Background: an optimization exercise with open tools, aiming at small area. Do not read the settings as production practice. At most, simulation tests tie the RTL to the original design; equivalence was not proved. Power figures rest on the tool's default switching activity, not on a simulated workload.

== run a ==
==> flow/design.v (excerpt) <==
module Main(
	input CLOCK_50,
	input rst,
	input [3:0] KEY,
	input [5:0] SW,
	input [9:0] SENSOR_N,
	input [3:0] BOUNDARY_N,
	input UART_RXD,
	output UART_TXD,
	output [3:0] MOTOR_MAIN,
	output [3:0] MOTOR_MAGNET,
	output MAGNET_N,
	output [10:0] DISPLAY
	);
	wire clk = CLOCK_50;
	reg [3:0] posKEY;
	reg [3:0] edgeKEY;
	integer i;
	always @(posedge clk) begin
		if (rst) begin
			posKEY <= 4'b0000;
			edgeKEY <= 4'b0000;
		end
		else begin
			for (i = 0; i < 4; i = i + 1) begin
				if (!KEY[i] & !edgeKEY[i]) begin
					posKEY[i] <= 1;
					edgeKEY[i] <= 1;
				end
				else if (KEY[i]) edgeKEY[i] <= 0;
				else posKEY[i] <= 0;
			end
		end
	end
	wire [9:0] sensorData;
	wire [3:0] bnd;  
	genvar g;
	generate
		for (g = 0; g < 10; g = g + 1) begin : sf
			filt u(.clk(clk), .rst(rst), .in_n(SENSOR_N[g]), .out(sensorData[g]));
		end
		for (g = 0; g < 4; g = g + 1) begin : bf
			filt u(.clk(clk), .rst(rst), .in_n(BOUNDARY_N[g]), .out(bnd[g]));
		end
	endgenerate
	reg [12:0] racc;
	reg rtick;
	always @(posedge clk)
		if (rst) {rtick, racc} <= 14'd0;
		else {rtick, racc} <= {1'b0, racc} + 14'd151;
	reg [1:0] RxD_sync_inv;
	reg [1:0] RxD_cnt_inv;
	reg RxD_bit_inv;
	always @(posedge clk)
		if (rst) RxD_sync_inv <= 2'b00;
		else if (rtick) RxD_sync_inv <= {RxD_sync_inv[0], ~UART_RXD};
	always @(posedge clk)
		if (rst) begin
			RxD_cnt_inv <= 2'b00;
			RxD_bit_inv <= 1'b0;
		end
		else if (rtick) begin
			if (RxD_sync_inv[1] && RxD_cnt_inv != 2'b11) RxD_cnt_inv <= RxD_cnt_inv + 2'h1;
  ...
clock: 20.0 ns
lec_check: 0
cap_margin: 20
core_margin: 2
core_utilization: 65
slew_margin: 20
standard.sh (not shown) runs the stock make flow with config.mk's settings and CLKGATE_MAP_FILE= SYNTH_SCRIPT=/design/flow/synth_recipe.tcl, a recipe that flattens the netlist after the stock synthesis.
==> flow/flow/run.sh <==
#!/bin/bash
# Own layout flow: the standard synthesis, then the combinational logic is
# re-mapped by ABC with an area-oriented script (flip-flops are kept as they are,
# same cells and names), then the standard layout from floorplan on, with
# port buffers of the smallest buffer and a clock tree of small buffers without
# dummy loads.
set -euo pipefail
HERE=$(pwd)
R=$HERE/orfs/results/${FLOW_PLATFORM}/Main/base
LIB=$FLOW_HOME/platforms/${FLOW_PLATFORM}/lib/sky130_fd_sc_hd__tt_025C_1v80.lib
YOSYS=$FLOW_HOME/../tools/install/yosys/bin/yosys
export BUFFER_PORTS_ARGS="-buffer_cell sky130_fd_sc_hd__buf_1"
export CTS_ARGS="$(cat $HERE/flow/cts_args.txt)"

bash standard.sh synth > standard_synth.log 2>&1
cp $R/1_2_yosys.v $HERE/std_1_2_yosys.v

cat > $HERE/remap.ys <<EOY
read_liberty -ignore_miss_func $LIB
read_verilog $HERE/std_1_2_yosys.v
hierarchy -top ${FLOW_TOP}
setattr -mod -set keep_hierarchy 1 sky130_fd_sc_hd__*df* sky130_fd_sc_hd__*dl* sky130_fd_sc_hd__conb_1
flatten
rename -hide w:_*_.*
select ${FLOW_TOP}
opt_clean
abc -liberty $LIB -dont_use sky130_fd_sc_hd__probe_p_8 -dont_use sky130_fd_sc_hd__probec_p_8 -dont_use sky130_fd_sc_hd__lpflow_bleeder_1 -dont_use sky130_fd_sc_hd__lpflow_clkbufkapwr_1 -dont_use sky130_fd_sc_hd__lpflow_clkbufkapwr_16 -dont_use sky130_fd_sc_hd__lpflow_clkbufkapwr_2 -dont_use sky130_fd_sc_hd__lpflow_clkbufkapwr_4 -dont_use sky130_fd_sc_hd__lpflow_clkbufkapwr_8 -dont_use sky130_fd_sc_hd__lpflow_clkinvkapwr_1 -dont_use sky130_fd_sc_hd__lpflow_clkinvkapwr_16 -dont_use sky130_fd_sc_hd__lpflow_clkinvkapwr_2 -dont_use sky130_fd_sc_hd__lpflow_clkinvkapwr_4 -dont_use sky130_fd_sc_hd__lpflow_clkinvkapwr_8 -dont_use sky130_fd_sc_hd__lpflow_decapkapwr_12 -dont_use sky130_fd_sc_hd__lpflow_decapkapwr_3 -dont_use sky130_fd_sc_hd__lpflow_decapkapwr_4 -dont_use sky130_fd_sc_hd__lpflow_decapkapwr_6 -dont_use sky130_fd_sc_hd__lpflow_decapkapwr_8 -dont_use sky130_fd_sc_hd__lpflow_inputiso0n_1 -dont_use sky130_fd_sc_hd__lpflow_inputiso0p_1 -dont_use sky130_fd_sc_hd__lpflow_inputiso1n_1 -dont_use sky130_fd_sc_hd__lpflow_inputiso1p_1 -dont_use sky130_fd_sc_hd__lpflow_inputisolatch_1 -dont_use sky130_fd_sc_hd__lpflow_isobufsrc_1 -dont_use sky130_fd_sc_hd__lpflow_isobufsrc_16 -dont_use sky130_fd_sc_hd__lpflow_isobufsrc_2 -dont_use sky130_fd_sc_hd__lpflow_isobufsrc_4 -dont_use sky130_fd_sc_hd__lpflow_isobufsrc_8 -dont_use sky130_fd_sc_hd__lpflow_isobufsrckapwr_16 -dont_use sky130_fd_sc_hd__lpflow_lsbuf_lh_hl_isowell_tap_1 -dont_use sky130_fd_sc_hd__lpflow_lsbuf_lh_hl_isowell_tap_2 -dont_use sky130_fd_sc_hd__lpflow_lsbuf_lh_hl_isowell_tap_4 -dont_use sky130_fd_sc_hd__lpflow_lsbuf_lh_isowell_4 -dont_use sky130_fd_sc_hd__lpflow_lsbuf_lh_isowell_tap_1 -dont_use sky130_fd_sc_hd__lpflow_lsbuf_lh_isowell_tap_2 -dont_use sky130_fd_sc_hd__lpflow_lsbuf_lh_isowell_tap_4  -script +$(cat $HERE/flow/abc_script.txt)
opt_clean
hilomap -singleton -hicell sky130_fd_sc_hd__conb_1 HI -locell sky130_fd_sc_hd__conb_1 LO
insbuf -buf sky130_fd_sc_hd__buf_4 A X
opt_clean -purge
rename -enumerate -pattern rm_%_
stat -liberty $LIB
write_verilog -noattr -nohex -nodec -selected $HERE/remap_1_2_yosys.v
EOY
$YOSYS -s $HERE/remap.ys > remap.log 2>&1
cp $HERE/remap_1_2_yosys.v $R/1_2_yosys.v
rm -f $R/1_synth.odb $R/1_synth.sdc
bash standard.sh > standard.log 2>&1
Other scripts of this flow, unchanged in this note and not shown: flow/flow/abc_script.txt, flow/flow/cts_args.txt
### run a -> run b
--- a/flow/design.v
+++ b/flow/design.v
@@ -378,34 +378,36 @@
 	mc #(.OFF(12'd83)) magnetMotor(.clk(clk), .rst(rst), .go(go_magnet), .dir(dir_magnet),
 		.sc(steps_magnet), .b1(bnd[3]), .b2(bnd[2]), .state(MOTOR_MAGNET), .done(done_magnet));
 	reg scanning;
 	reg [3:0] position;  
 	reg begun_move, sending_move;
 	reg sent_left, sent_right, sent_move;
 	reg sending_scan_left, sending_scan_right;
 	reg [4:0] pieces;
-	reg begun_d;
-	always @(posedge clk) begun_d <= begun_move;
-	wire begun_first = begun_move & ~begun_d;
-	assign scan_offset_move = begun_first & (position == 4'd0);
-	assign scan_move = begun_first & (position != 4'd0);
+	reg scan_offset_move_r, scan_move_r;
+	assign scan_offset_move = scan_offset_move_r;
+	assign scan_move = scan_move_r;
 	wire TxD_busy;
 	always @(posedge clk) begin
 		if (rst) begin
 			scanning <= 0;
 			begun_move <= 0;
 			sending_move <= 0;
 			sent_left <= 0;
 			sent_right <= 0;
 			sent_move <= 0;
 			sending_scan_left <= 0;
 			sending_scan_right <= 0;
+			scan_offset_move_r <= 0;
+			scan_move_r <= 0;
 		end
 		else begin
+			if (scan_move_r) scan_move_r <= 0;
+			if (scan_offset_move_r) scan_offset_move_r <= 0;
 			if (begun_move) begin
 				if (movement_done) begin
 					begun_move <= 0;
 					sending_move <= 1;
 				end
 			end
 			else if (TxD_busy) begin
 				if (sending_move) begin
@@ -421,30 +423,32 @@
 					sent_right <= 1;
 				end
 			end
 			else if (want_scan) begin
 				scanning <= 1;
 			end
 			else if (scanning) begin
 				if (position == 0) begin
+					scan_offset_move_r <= 1;
 					begun_move <= 1;
 				end
 				else if (sent_move) begin
 					sent_move <= 0;
 					sending_scan_left <= 1;
 				end
 				else if (sent_left) begin
 					sent_left <= 0;
 					sending_scan_right <= 1;
 				end
 				else if (sent_right) begin
 					sent_right <= 0;
 					if (position == 4'd10) scanning <= 0;
 					else begin
+						scan_move_r <= 1;
 						begun_move <= 1;
 					end
 				end
 			end
 		end
 	end
 	always @(posedge clk) begin
 		if (begun_move) ;
@@ -472,30 +476,44 @@
 		else if (offset_done) dataStream = 8'b01111001;
 		else if (movement_done) dataStream = {2'b01, rdata[5:3], 3'b000};
 		else if (sending_scan_left) dataStream = {3'b101, pieces};
 		else if (sending_scan_right) dataStream = {3'b100, pieces};
 		else dataStream = {2'b11, SW[5:3], SW[2:0]};
 	reg [15:0] tacc;
 	reg ttick;
 	reg [3:0] tstate;
-	wire TxD_ready = (tstate == 4'd5);
+	wire TxD_ready = (tstate == 0);
 	assign TxD_busy = ~TxD_ready;
 	always @(posedge clk)
 		if (rst) {ttick, tacc} <= 17'd0;
 		else if (TxD_busy) {ttick, tacc} <= {1'b0, tacc} + 17'd151;
-	wire tnext0 = (TxD_ready & ~data_start) | (ttick & tstate == 4'd1);
+	wire tnext0 = (TxD_ready & ~data_start) |
+	              (ttick & (tstate == 4'b0011 | (tstate[3:2] == 2'b01 & tstate[1:0] != 2'b00)));
 	reg [7:0] TxD_dataReg;
 	always @(posedge clk)
 		if (tnext0 & ev) TxD_dataReg <= dataStream;
 	always @(posedge clk)
-		if (rst) tstate <= 4'd5;
-		else if (TxD_ready) begin
-			if (data_start) tstate <= 4'd6;
-		end
-		else if (ttick) tstate <= (tstate == 4'd1) ? 4'd5 : tstate + 4'd1;
+		if (rst) tstate <= 4'b0000;
+		else
+			case (tstate)
+				4'b0000: if (data_start) tstate <= 4'b0001;
+				4'b0001: if (ttick) tstate <= 4'b0100;
+				4'b0100: if (ttick) tstate <= 4'b1000;
+				4'b1000: if (ttick) tstate <= 4'b1001;
+				4'b1001: if (ttick) tstate <= 4'b1010;
+				4'b1010: if (ttick) tstate <= 4'b1011;
+				4'b1011: if (ttick) tstate <= 4'b1100;
+				4'b1100: if (ttick) tstate <= 4'b1101;
+				4'b1101: if (ttick) tstate <= 4'b1110;
+				4'b1110: if (ttick) tstate <= 4'b1111;
+				4'b1111: if (ttick) tstate <= 4'b0010;
+				4'b0010: if (ttick) tstate <= 4'b0011;
+				4'b0011: if (ttick) tstate <= 4'b0000;
+				default: if (ttick) tstate <= 4'b0000;
+			endcase
 	wire muxbit = TxD_dataReg[tstate[2:0]];
 	reg TxD;
 	assign UART_TXD = TxD;
 	always @(posedge clk)
 		if (rst) TxD <= 1'b1;
-		else TxD <= tstate[3] ? muxbit : (tstate != 4'd7);
+		else TxD <= (tstate < 4) | (tstate[3] & muxbit);
 endmodule
--- outcome ---
Of run a and run b, the lower worst clock skew belongs to run a. Comparing multi-input logic portion of the cell area for run a and run b, the smaller number came from run a. Run b vs run a: average routed wire per standard cell up by a few percent. Comparing post-synthesis cell area for run a and run b, the smaller number came from run a. The via count of the first global-routing pass number comes out lower for run a vs run b. Side by side, part of the total power dissipated in the clock network turned out higher in run b than in run a. Run b ended up with a higher global-route wire length before repair than run a did. Run b vs run a on setup slack: run b is the lower one. Total nets after synthesis was higher in run a than in run b. Comparing run a and run b, the higher global-route total usage across every layer was measured on run b. Re met1 track utilization from global routing: run a and run b aren't equal, and the higher value belongs to run b. Compared with run a, total detailed-routing wirelength in run b increased by a few percent. Compared with run a, in run b number of non-clock buffers increased by 2.1% relative to the old numbers, total number of vias increased by about 1% relative to the old numbers.
No functional check of the RTL was part of run b.

## afterwards: timing with drivers on the ports
The flow's constraints put no driver on any port. The routed layouts listed below were extracted and timed again, unchanged, in two steps. Step 1 sets driving cells, clkbuf_16 on the clock port and buf_2 on the other inputs (assumed; they add their load-dependent delay and slew). Step 2, shift: input delay + t, output delay - t, t = (earliest + latest rising clock arrival at the registers) / 2. This alone moves slack from input paths to output paths. a / b / c = ideal ports / drivers / drivers and shift; a / b = the first two.
run | t, ns | setup WS [ns] | worst hold slack (ns) | worst setup path after step 2
run a | 0.697 | 14.068 / 14.031 / 13.805 | 0.442 / 0.442 / 0.442 | input to register
run b | 0.726 | 14.037 / 13.997 / 13.883 | 0.433 / 0.433 / 0.433 | input to register
After both steps setup and hold are still met in every run listed. For run a, which loses most, drivers alone change the setup slack by -0.037 ns; drivers and shift together by -0.263 ns.
